Context: an optimization exercise on an open-source flow, tuned for small area, a short achievable clock period and few clock cycles. The choices shown serve that exercise and are no tape-out recipe.
Only simulation tests tie the RTL to the original design; equivalence was not proved.
No activity file was given, so power comes from the tool's default toggle rates.

Setup of fjord:
==> flow/design.v <==
module add4 #(parameter N = 32) (
    input  [N-1:0] a,
    input  [N-1:0] b,
    input          ci,
    output [N-1:0] s,
    output         co
);
    reg [N:0] g, p, gn, pn;
    integer l, i;
    always @(*) begin
        g = {a & b, ci};
        p = {a ^ b, 1'b0};
        for (l = 1; l <= N; l = l * 2) begin
            for (i = 0; i <= N; i = i + 1) begin
                if (i >= l) begin
                    gn[i] = g[i] | (p[i] & g[i-l]);
                    pn[i] = p[i] & p[i-l];
                end else begin
                    gn[i] = g[i];
                    pn[i] = p[i];
                end
            end
            g = gn;
            p = pn;
        end
    end
    assign s  = (a ^ b) ^ g[N-1:0];
    assign co = g[N];
endmodule
module riscv_pipeline (
    input         clk,
    input         rst,
    output [31:0] imem_addr,
    input  [31:0] imem_rdata,
    output [31:0] dmem_addr,
    output [31:0] dmem_wdata,
    output        dmem_we,
    output [1:0]  dmem_size,
    input  [31:0] dmem_rdata
);
    localparam K = 2;
    reg  [31:0] opa;        
    reg  [31:0] alub;       
    reg  [31:0] ap;         
    reg  [32:0] ag;         
    reg  [31:2] pc4;        
    reg  [31:2] tgt;        
    reg  [4:0]  rd;
    reg         wen;        
    reg  [2:0]  f3;
    reg         alt;        
    reg         c_jal, c_jalr, c_br, c_st;
    reg         r_alu, r_ld, r_imm, r_tgt, r_link;    
    reg  [31:0] rf [1:31];
    reg  [32:0] eg, ep, egn, epn;
    integer l, i, j;
    always @(*) begin
        eg = ag;
        for (i = 0; i <= 32; i = i + 1) begin
            ep[i] = 1'b1;
            for (j = i - (1 << K) + 1; j <= i; j = j + 1)
                ep[i] = ep[i] & ((j >= 1) ? ap[j-1] : 1'b0);
        end
        for (l = (1 << K); l <= 32; l = l * 2) begin
            for (i = 0; i <= 32; i = i + 1) begin
                if (i >= l) begin
                    egn[i] = eg[i] | (ep[i] & eg[i-l]);
                    epn[i] = ep[i] & ep[i-l];
                end else begin
                    egn[i] = eg[i];
                    epn[i] = ep[i];
                end
            end
            eg = egn;
            ep = epn;
        end
    end
    wire [31:0] sum  = ap ^ eg[31:0];
    wire        cout = eg[32];
    wire        ltu = ~cout;
    wire        lt  = (opa[31] != alub[31]) ? opa[31] : sum[31];
    wire        eq  = &ap;      
    reg         cond;
    always @(*) begin
        case (f3[2:1])
            2'b00:   cond = eq;
            2'b10:   cond = lt;
            2'b11:   cond = ltu;
            default: cond = 1'b0;
        endcase
        cond = cond ^ f3[0];
    end
    wire take = c_jal | (c_br & cond);
    wire [31:2] npc = c_jalr ? sum[31:2] : take ? tgt : pc4;
    wire        shl = ~f3[2];
    reg  [31:0] sh_in;
    reg  [31:0] sll_r;
    integer k;
    always @(*) begin
        for (k = 0; k < 32; k = k + 1) sh_in[k] = shl ? opa[31-k] : opa[k];
    end
    wire [31:0] srx = $signed({alt & ~shl & opa[31], sh_in}) >>> alub[4:0];
    always @(*) begin
        for (k = 0; k < 32; k = k + 1) sll_r[k] = srx[31-k];
    end
    reg  [31:0] alu;
    always @(*) begin
        case (f3)
            3'd0: alu = sum;
            3'd1: alu = sll_r;
            3'd2: alu = {31'd0, lt};
            3'd3: alu = {31'd0, ltu};
            3'd4: alu = opa ^ alub;
            3'd5: alu = srx;
            3'd6: alu = opa | alub;
            default: alu = opa & alub;
        endcase
    end
    wire [31:0] ld = f3[1] ? dmem_rdata :
                     f3[0] ? {{16{~f3[2] & dmem_rdata[15]}}, dmem_rdata[15:0]} :
                             {{24{~f3[2] & dmem_rdata[7]}},  dmem_rdata[7:0]};
    wire [31:0] res = ({32{r_alu}}  & alu)
                    | ({32{r_ld}}   & ld)
                    | ({32{r_imm}}  & alub)
                    | ({32{r_tgt}}  & {tgt, 2'b00})
                    | ({32{r_link}} & {pc4, 2'b00});
    always @(posedge clk) begin
        if (wen) rf[rd] <= res;
    end
    assign imem_addr  = {npc, 2'b00};
    assign dmem_addr  = sum;
    assign dmem_wdata = alub;
    assign dmem_we    = c_st;
    assign dmem_size  = {f3[1], f3[1] | f3[0]};
    wire [31:0] in  = imem_rdata;
    wire [4:0]  op  = in[6:2];
    wire [4:0]  rs1 = in[19:15];
    wire [4:0]  rs2 = in[24:20];
    wire [4:0]  rdn = in[11:7];
    wire d_lui   = (op == 5'b01101);
    wire d_auipc = (op == 5'b00101);
    wire d_jal   = (op == 5'b11011);
    wire d_jalr  = (op == 5'b11001);
    wire d_br    = (op == 5'b11000);
    wire d_ld    = (op == 5'b00000);
    wire d_st    = (op == 5'b01000);
    wire d_opi   = (op == 5'b00100);
    wire d_op    = (op == 5'b01100);
    reg  [31:0] rf1, rf2;
    integer r;
    always @(*) begin
        rf1 = 32'd0;
        rf2 = 32'd0;
        for (r = 1; r < 32; r = r + 1) begin
            rf1 = rf1 | ({32{rs1 == r}} & rf[r]);
            rf2 = rf2 | ({32{rs2 == r}} & rf[r]);
        end
    end
    wire [31:0] rv1 = (wen && rd == rs1) ? res : rf1;
    wire [31:0] rv2 = (wen && rd == rs2) ? res : rf2;
    wire [31:0] imm_i = {{20{in[31]}}, in[31:20]};
    wire [31:0] imm_s = {{20{in[31]}}, in[31:25], in[11:7]};
    wire [31:0] imm_u = {in[31:12], 12'd0};
    wire [31:0] imm_b = {{20{in[31]}}, in[7], in[30:25], in[11:8], 1'b0};
    wire [31:0] imm_j = {{12{in[31]}}, in[19:12], in[20], in[30:21], 1'b0};
    wire        inv   = d_br | ((d_op | d_opi) & (in[14:13] == 2'b01))
                      | (d_op & in[30] & (in[14:12] == 3'd0));
    wire [31:0] imm   = d_st ? imm_s : d_lui ? imm_u : imm_i;
    wire [31:0] immt  = d_jal ? imm_j : d_br ? imm_b : imm_u;
    wire [31:0] bx    = ((d_op | d_br) ? rv2 : imm) ^ {32{inv}};
    reg  [32:0] fg, fp, fgn, fpn;
    always @(*) begin
        fg = {rv1 & bx, inv};
        fp = {rv1 ^ bx, 1'b0};
        for (l = 1; l < (1 << K); l = l * 2) begin
            for (i = 0; i <= 32; i = i + 1) begin
                if (i >= l) begin
                    fgn[i] = fg[i] | (fp[i] & fg[i-l]);
                    fpn[i] = fp[i] & fp[i-l];
                end else begin
                    fgn[i] = fg[i];
                    fpn[i] = fp[i];
                end
            end
            fg = fgn;
            fp = fpn;
        end
    end
    wire [31:2] tgt_n, pc4_n;
    add4 #(30) u_tgt (.a(npc), .b(immt[31:2]), .ci(1'b0), .s(tgt_n), .co());
    add4 #(30) u_inc (.a(npc), .b(30'd0), .ci(1'b1), .s(pc4_n), .co());
    always @(posedge clk) begin
        opa  <= rv1;
        alub <= (d_op | d_br | d_st) ? rv2 : imm;
        ap   <= rv1 ^ bx;
        ag   <= fg;
        tgt  <= tgt_n;
        rd   <= rdn;
        f3   <= in[14:12];
        alt  <= in[30];
        r_alu  <= d_op | d_opi;
        r_ld   <= d_ld;
        r_imm  <= d_lui;
        r_tgt  <= d_auipc;
        r_link <= d_jal | d_jalr;
        if (rst) begin
            pc4    <= 30'd0;
            wen    <= 1'b0;
            c_jal  <= 1'b0;
            c_jalr <= 1'b0;
            c_br   <= 1'b0;
            c_st   <= 1'b0;
        end else begin
            pc4    <= pc4_n;
            wen    <= (d_lui | d_auipc | d_jal | d_jalr | d_ld | d_opi | d_op)
                      & (rdn != 5'd0);
            c_jal  <= d_jal;
            c_jalr <= d_jalr;
            c_br   <= d_br;
            c_st   <= d_st;
        end
    end
endmodule
export LEC_CHECK = 0
export CAP_MARGIN = 20
export CORE_MARGIN = 2
export CORE_UTILIZATION = 40
export SLEW_MARGIN = 20
create_clock -name core_clock -period 15.0 [get_ports {clk}]
run.sh (not shown) runs the stock make flow with config.mk's settings and CLKGATE_MAP_FILE= SYNTH_SCRIPT=/design/flow/synth_recipe.tcl, a recipe that flattens the netlist after the stock synthesis.
Testbench counts of fjord, summed over its fixed seeds: cycles 127,730.
diff inputs: fjord => tundra
--- a/flow/design.v
+++ b/flow/design.v
@@ -146,18 +146,10 @@
     wire d_st    = (op == 5'b01000);
     wire d_opi   = (op == 5'b00100);
     wire d_op    = (op == 5'b01100);
-    reg  [31:0] rf1, rf2;
-    integer r;
-    always @(*) begin
-        rf1 = 32'd0;
-        rf2 = 32'd0;
-        for (r = 1; r < 32; r = r + 1) begin
-            rf1 = rf1 | ({32{rs1 == r}} & rf[r]);
-            rf2 = rf2 | ({32{rs2 == r}} & rf[r]);
-        end
-    end
-    wire [31:0] rv1 = (wen && rd == rs1) ? res : rf1;
-    wire [31:0] rv2 = (wen && rd == rs2) ? res : rf2;
+    wire [31:0] rv1 = (rs1 == 5'd0) ? 32'd0 :
+                      (wen && rd == rs1) ? res : rf[rs1];
+    wire [31:0] rv2 = (rs2 == 5'd0) ? 32'd0 :
+                      (wen && rd == rs2) ? res : rf[rs2];
     wire [31:0] imm_i = {{20{in[31]}}, in[31:20]};
     wire [31:0] imm_s = {{20{in[31]}}, in[31:25], in[11:7]};
     wire [31:0] imm_u = {in[31:12], 12'd0};
- Final period demand of the worst path in tundra is 0.082 ns below fjord.
- tundra went all the way through the flow, and no timing, DRC or antenna check failed.
- In the metrics for tundra and fjord, the one carrying the higher worst clock skew on the final layout is fjord.
- Diff fjord -> tundra: first-pass GRT wire length went down by 15%; number of levels in the clock H-tree up 1; final standard cell area without fillers grew by about 8%.
- Power per cell area: tundra lower than fjord
- The lower post-route core utilization came out of tundra.
Testbench counts of tundra, summed over its fixed seeds: cycles 127,730.

---

RTL: the design.v shown in full above, as it stands there.
==> flow/config.mk <==
export PLATFORM = sky130hd
export DESIGN_NAME = riscv_pipeline
export DESIGN_NICKNAME = riscv_pipeline
export VERILOG_FILES = /design/flow/design.v
export SDC_FILE = /design/flow/constraint.sdc
export NUM_CORES = 4
export LEC_CHECK = 0
export CAP_MARGIN = 20
export CORE_MARGIN = 2
export CORE_UTILIZATION = 40
export SLEW_MARGIN = 20
==> flow/constraint.sdc <==
create_clock -name core_clock -period 15.0 [get_ports {clk}]
set_input_delay 3.0000 -clock core_clock [delete_from_list [all_inputs] [get_ports {clk}]]
set_output_delay 3.0000 -clock core_clock [all_outputs]
set_load 0.01 [all_outputs]
standard.sh (not shown) runs the stock make flow with config.mk's settings and CLKGATE_MAP_FILE= SYNTH_SCRIPT=/design/flow/synth_recipe.tcl, a recipe that flattens the netlist after the stock synthesis.
==> flow/flow/run.sh <==
#!/bin/bash
set -euo pipefail
bash standard.sh SETUP_SLACK_MARGIN=9 finish > standard_flow.log 2>&1
The first run completed with no timing, DRC or antenna violations.
Testbench counts at the start, summed over its fixed seeds: cycles 127,730.
==> next run, changes <==
--- a/flow/design.v
+++ b/flow/design.v
@@ -46,13 +46,14 @@
     reg  [31:2] pc4;        
     reg  [31:2] tgt;        
     reg  [4:0]  rd;
     reg         wen;        
     reg  [2:0]  f3;
     reg         alt;        
-    reg         c_jal, c_jalr, c_br, c_st;
+    reg         c_jal, c_jalr, c_st;
+    reg         b_eq, b_ne, b_lt, b_ge, b_ltu, b_geu;    
     reg         r_alu, r_ld, r_imm, r_tgt, r_link;    
     reg  [31:0] rf [1:31];
     reg  [32:0] eg, ep, egn, epn;
     integer l, i, j;
     always @(*) begin
         eg = ag;
@@ -77,23 +78,14 @@
     end
     wire [31:0] sum  = ap ^ eg[31:0];
     wire        cout = eg[32];
     wire        ltu = ~cout;
     wire        lt  = (opa[31] != alub[31]) ? opa[31] : sum[31];
     wire        eq  = &ap;      
-    reg         cond;
-    always @(*) begin
-        case (f3[2:1])
-            2'b00:   cond = eq;
-            2'b10:   cond = lt;
-            2'b11:   cond = ltu;
-            default: cond = 1'b0;
-        endcase
-        cond = cond ^ f3[0];
-    end
-    wire take = c_jal | (c_br & cond);
+    wire take = c_jal | (b_eq & eq) | (b_ne & ~eq) | (b_lt & lt) | (b_ge & ~lt)
+              | (b_ltu & ltu) | (b_geu & ~ltu);
     wire [31:2] npc = c_jalr ? sum[31:2] : take ? tgt : pc4;
     wire        shl = ~f3[2];
     reg  [31:0] sh_in;
     reg  [31:0] sll_r;
     integer k;
     always @(*) begin
@@ -162,14 +154,16 @@
     wire [31:0] imm_s = {{20{in[31]}}, in[31:25], in[11:7]};
     wire [31:0] imm_u = {in[31:12], 12'd0};
     wire [31:0] imm_b = {{20{in[31]}}, in[7], in[30:25], in[11:8], 1'b0};
     wire [31:0] imm_j = {{12{in[31]}}, in[19:12], in[20], in[30:21], 1'b0};
     wire        inv   = d_br | ((d_op | d_opi) & (in[14:13] == 2'b01))
                       | (d_op & in[30] & (in[14:12] == 3'd0));
-    wire [31:0] imm   = d_st ? imm_s : d_lui ? imm_u : imm_i;
-    wire [31:0] immt  = d_jal ? imm_j : d_br ? imm_b : imm_u;
+    wire        sel_s = in[5] & ~in[4] & ~in[2];    
+    wire        sel_u = in[4] & in[2];              
+    wire [31:0] imm   = sel_s ? imm_s : sel_u ? imm_u : imm_i;
+    wire [31:0] immt  = in[3] ? imm_j : in[6] ? imm_b : imm_u;   
     wire [31:0] bx    = ((d_op | d_br) ? rv2 : imm) ^ {32{inv}};
     reg  [32:0] fg, fp, fgn, fpn;
     always @(*) begin
         fg = {rv1 & bx, inv};
         fp = {rv1 ^ bx, 1'b0};
         for (l = 1; l < (1 << K); l = l * 2) begin
@@ -205,19 +199,29 @@
         r_link <= d_jal | d_jalr;
         if (rst) begin
             pc4    <= 30'd0;
             wen    <= 1'b0;
             c_jal  <= 1'b0;
             c_jalr <= 1'b0;
-            c_br   <= 1'b0;
+            b_eq   <= 1'b0;
+            b_ne   <= 1'b0;
+            b_lt   <= 1'b0;
+            b_ge   <= 1'b0;
+            b_ltu  <= 1'b0;
+            b_geu  <= 1'b0;
             c_st   <= 1'b0;
         end else begin
             pc4    <= pc4_n;
             wen    <= (d_lui | d_auipc | d_jal | d_jalr | d_ld | d_opi | d_op)
                       & (rdn != 5'd0);
             c_jal  <= d_jal;
             c_jalr <= d_jalr;
-            c_br   <= d_br;
+            b_eq   <= d_br & (in[14:12] == 3'd0);
+            b_ne   <= d_br & (in[14:12] == 3'd1);
+            b_lt   <= d_br & (in[14:12] == 3'd4);
+            b_ge   <= d_br & (in[14:12] == 3'd5);
+            b_ltu  <= d_br & (in[14:12] == 3'd6);
+            b_geu  <= d_br & (in[14:12] == 3'd7);
             c_st   <= d_st;
         end
     end
 endmodule
Effect: The changed run finished with capacitance limit, slew limit left; utilization went down by 0.22 points; register-to-register slack is better by 60 ps; combinational power hardly moves; fmax went up by a few percent; sequential power hardly moves; cell area hardly moves; cell count went up slightly.
Testbench counts after the change, summed over its fixed seeds: cycles 127,730.

[re-timing with driven ports]
In the flow no input, the clock included, has a driving cell. The finished layouts below were timed again as built, in two steps. Step 1: set_driving_cell puts a clkbuf_16 on clk and a buf_2 on each other input, an assumption about the parent block. Step 2 also shifts input and output timing later by t, the mid clock arrival at the registers, as if the neighbouring blocks saw the same clock. a / b / c = no drivers / after step 1 / after step 2; a / b = the first two.
run	shift t [ns]	setup WS [ns]	clock arrival spread, ns	slew at the worst register clock pin (ns)	worst slew at a driven data input, ns
fjord	0.825	6.407 / 6.328 / 6.153	0.142 / 0.142	0.07 / 0.07	0.05
tundra	0.859	6.489 / 6.407 / 6.800	0.054 / 0.055	0.07 / 0.07	0.17
the first run of note 2	0.869	8.287 / 8.207 / 8.135	0.100 / 0.100	0.07 / 0.07	0.07
the second run of note 2	0.851	8.425 / 8.347 / 8.110	0.048 / 0.048	0.07 / 0.07	0.19
The setup slack of the second run of note 2, which loses most, moves by -0.078 ns with the drivers and by -0.315 ns with both steps.
